Context: an optimization exercise on an open-source flow, tuned for a short achievable clock period and few clock cycles. The choices shown serve that exercise and are no tape-out recipe.
Only simulation tests tie the RTL to the original design; equivalence was not proved.

==> inputs of run A <==
==> flow/design.v (excerpt) <==
module vexriscv_core (
  input               clk,
  input               reset,
  output              iBus_cmd_valid,
  input               iBus_cmd_ready,
  output     [31:0]   iBus_cmd_payload_pc,
  input               iBus_rsp_valid,
  input      [31:0]   iBus_rsp_payload_inst,
  output              dBus_cmd_valid,
  input               dBus_cmd_ready,
  output              dBus_cmd_payload_wr,
  output     [31:0]   dBus_cmd_payload_address,
  output     [31:0]   dBus_cmd_payload_data,
  output     [1:0]    dBus_cmd_payload_size,
  input               dBus_rsp_ready,
  input      [31:0]   dBus_rsp_data
);
  VexRiscv cpu (
    .clk                           (clk),
    .reset                         (reset),
    .iBus_cmd_valid                (iBus_cmd_valid),
    .iBus_cmd_ready                (iBus_cmd_ready),
    .iBus_cmd_payload_pc           (iBus_cmd_payload_pc),
    .iBus_rsp_valid                (iBus_rsp_valid),
    .iBus_rsp_payload_inst         (iBus_rsp_payload_inst),
    .dBus_cmd_valid                (dBus_cmd_valid),
    .dBus_cmd_ready                (dBus_cmd_ready),
    .dBus_cmd_payload_wr           (dBus_cmd_payload_wr),
    .dBus_cmd_payload_address      (dBus_cmd_payload_address),
    .dBus_cmd_payload_data         (dBus_cmd_payload_data),
    .dBus_cmd_payload_size         (dBus_cmd_payload_size),
    .dBus_rsp_ready                (dBus_rsp_ready),
    .dBus_rsp_data                 (dBus_rsp_data)
  );
endmodule
==> flow/config.mk <==
export PLATFORM = sky130hd
export DESIGN_NAME = vexriscv_core
export DESIGN_NICKNAME = vexriscv_core
export VERILOG_FILES = /design/flow/design.v
export SDC_FILE = /design/flow/constraint.sdc
export NUM_CORES = 4
export LEC_CHECK = 0
export ABC_CLOCK_PERIOD_IN_PS = 4000
export CAP_MARGIN = 30
export CORE_MARGIN = 2
export CORE_UTILIZATION = 30
export PLACE_DENSITY = 0.5
export SLEW_MARGIN = 40
==> flow/constraint.sdc <==
create_clock -name core_clock -period 10.0 [get_ports {clk}]
set_input_delay 2.0000 -clock core_clock [delete_from_list [all_inputs] [get_ports {clk}]]
set_output_delay 2.0000 -clock core_clock [all_outputs]
set_load 0.01 [all_outputs]
standard.sh (not shown) runs the stock make flow with config.mk's settings and CLKGATE_MAP_FILE= SYNTH_SCRIPT=/design/flow/synth_recipe.tcl, a recipe that flattens the netlist after the stock synthesis.
==> flow/flow/run.sh <==
#!/bin/bash
set -euo pipefail
bash standard.sh SETUP_SLACK_MARGIN=6 TNS_END_PERCENT=20 finish > standard_make.log 2>&1
==> inputs of run C, as changes to run A <==
--- a/flow/design.v
+++ b/flow/design.v
@@ -189,15 +189,15 @@
     else if (flush) f_nopred <= 1'b1;
     else if (f_acc) f_nopred <= 1'b0;
   end
   always @(posedge clk or posedge reset) begin
     if (reset) begin
       f_pc    <= 30'd0;
       f_start <= 1'b0;
-      f_valid <= 1'b1;
+      f_valid <= 1'b0;
       f_live  <= 5'd0;
       f_drop  <= 5'd0;
       mq_h    <= 2'd0;
       mq_t    <= 2'd0;
       q_cnt   <= 4'd0;
     end else begin
       f_valid <= valid_next;
==> flow/flow/run.sh (replaced) <==
#!/bin/bash
set -euo pipefail
bash standard.sh SETUP_SLACK_MARGIN=6.5 TNS_END_PERCENT=20 finish > standard_make.log 2>&1
==> inputs of run M, as changes to run A <==
--- a/flow/design.v
+++ b/flow/design.v
@@ -189,15 +189,15 @@
     else if (flush) f_nopred <= 1'b1;
     else if (f_acc) f_nopred <= 1'b0;
   end
   always @(posedge clk or posedge reset) begin
     if (reset) begin
       f_pc    <= 30'd0;
       f_start <= 1'b0;
-      f_valid <= 1'b1;
+      f_valid <= 1'b0;
       f_live  <= 5'd0;
       f_drop  <= 5'd0;
       mq_h    <= 2'd0;
       mq_t    <= 2'd0;
       q_cnt   <= 4'd0;
     end else begin
       f_valid <= valid_next;
==> flow/flow/run.sh (replaced) <==
#!/bin/bash
set -euo pipefail
bash standard.sh SETUP_SLACK_MARGIN=6.5 TNS_END_PERCENT=20 \
  'BUFFER_PORTS_ARGS=-buffer_cell sky130_fd_sc_hd__buf_4' finish > standard_make.log 2>&1
- CORE_UTILIZATION: 30 -> 40
- PLACE_DENSITY: 0.5 -> 0.6
==> inputs of run K, as changes to run A <==
--- a/flow/design.v
+++ b/flow/design.v
@@ -189,15 +189,15 @@
     else if (flush) f_nopred <= 1'b1;
     else if (f_acc) f_nopred <= 1'b0;
   end
   always @(posedge clk or posedge reset) begin
     if (reset) begin
       f_pc    <= 30'd0;
       f_start <= 1'b0;
-      f_valid <= 1'b1;
+      f_valid <= 1'b0;
       f_live  <= 5'd0;
       f_drop  <= 5'd0;
       mq_h    <= 2'd0;
       mq_t    <= 2'd0;
       q_cnt   <= 4'd0;
     end else begin
       f_valid <= valid_next;
==> flow/flow/run.sh (replaced) <==
#!/bin/bash
set -euo pipefail
bash standard.sh SETUP_SLACK_MARGIN=6.5 TNS_END_PERCENT=20 \
  'BUFFER_PORTS_ARGS=-buffer_cell sky130_fd_sc_hd__buf_4' finish > standard_make.log 2>&1
==> qor summary <==
                                                                                          run C                    run K                    run A                    run M
Result of the run                                                       complete, no violations  complete, no violations  complete, no violations  complete, no violations
Resized Gates After CTS                                                                    1686                      987                      685                      554
Sequential cell area in the final layout                                             0.119 mm^2               0.119 mm^2               0.119 mm^2               0.119 mm^2
Post-route fraction of the period consumed by the critical path                           41.7%                    42.0%                    43.2%                    42.8%
Fin area                                                                             0.256 mm^2               0.254 mm^2               0.244 mm^2               0.249 mm^2
Met3 Resource Use GR                                                                      4.44%                    4.29%                    3.54%                    6.53%
Fraction of post-synthesis cell area in the top cell type by area                         54.7%                    54.7%                    54.7%                    54.7%
Worst setup skew after layout                                                            149 ps                   132 ps                   122 ps                   125 ps
Met2 Resource Use GR                                                                      33.4%                    32.3%                    36.7%                    39.2%
Reg2reg end                                                                        cpu.f_pc[27]             cpu.e_cb[24]               cpu.e_b[0]             cpu.e_sd[30]
Aggregate routed wire length                                                             825 mm                   824 mm                   831 mm                   765 mm
Multi-input combinational area share                                                      34.4%                    34.5%                    34.6%                    35.1%
Pin count of the biggest net entering global routing                                        145                      120                      118                      128
Number of cells produced by synthesis                                                     16800                    16800                    16800                    16800
Clock-pin slew of the registers on the worst-case setup and hold paths                    60 ps                    60 ps                    60 ps                    70 ps
Stages on worst setup path                                                                   17                       17                       17                       13
Clock latency at the later pin of the worst-skew pair                                   1130 ps                  1130 ps                  1090 ps                  1090 ps
Fmax achieved                                                                           240 MHz                  238 MHz                  231 MHz                  234 MHz
Post-detailed-route wirelength per cell                                                 30.7 um                  30.7 um                  31.5 um                  31.4 um
Testbench counts of run A, summed over its fixed seeds: cycles 146,027.
Testbench counts of run C, summed over its fixed seeds: cycles 146,027.
Testbench counts of run M, summed over its fixed seeds: cycles 146,027.
Testbench counts of run K, summed over its fixed seeds: cycles 146,027.

==> port drivers added, routing unchanged <==
Ports are ideal in the flow. The routed layouts listed here were re-timed in OpenROAD.
Step 1, drivers: a clkbuf_16 drives clk and a buf_2 each remaining input, both assumed.
Step 2 moves the port delays by t, midway between the first and last clock arrival at a register: inputs arrive t later, outputs are due t later. That takes back most of the time a late clock gives input paths.
Three values: no drivers, after step 1, after step 2; two values: the first two.
run	t, ns	setup slack, ns	worst slew at a driven data input, ns
run A	1.191	5.676 / 5.603 / 4.808	0.17
run C	1.205	5.830 / 5.783 / 4.734	0.26
run M	1.159	5.720 / 5.811 / 4.651	0.24
run K	1.206	5.797 / 5.797 / 4.772	0.30
After both steps setup and hold are still met in every run listed. The setup slack of run C, which loses most, moves by -0.047 ns with the drivers and by -1.096 ns with both steps.
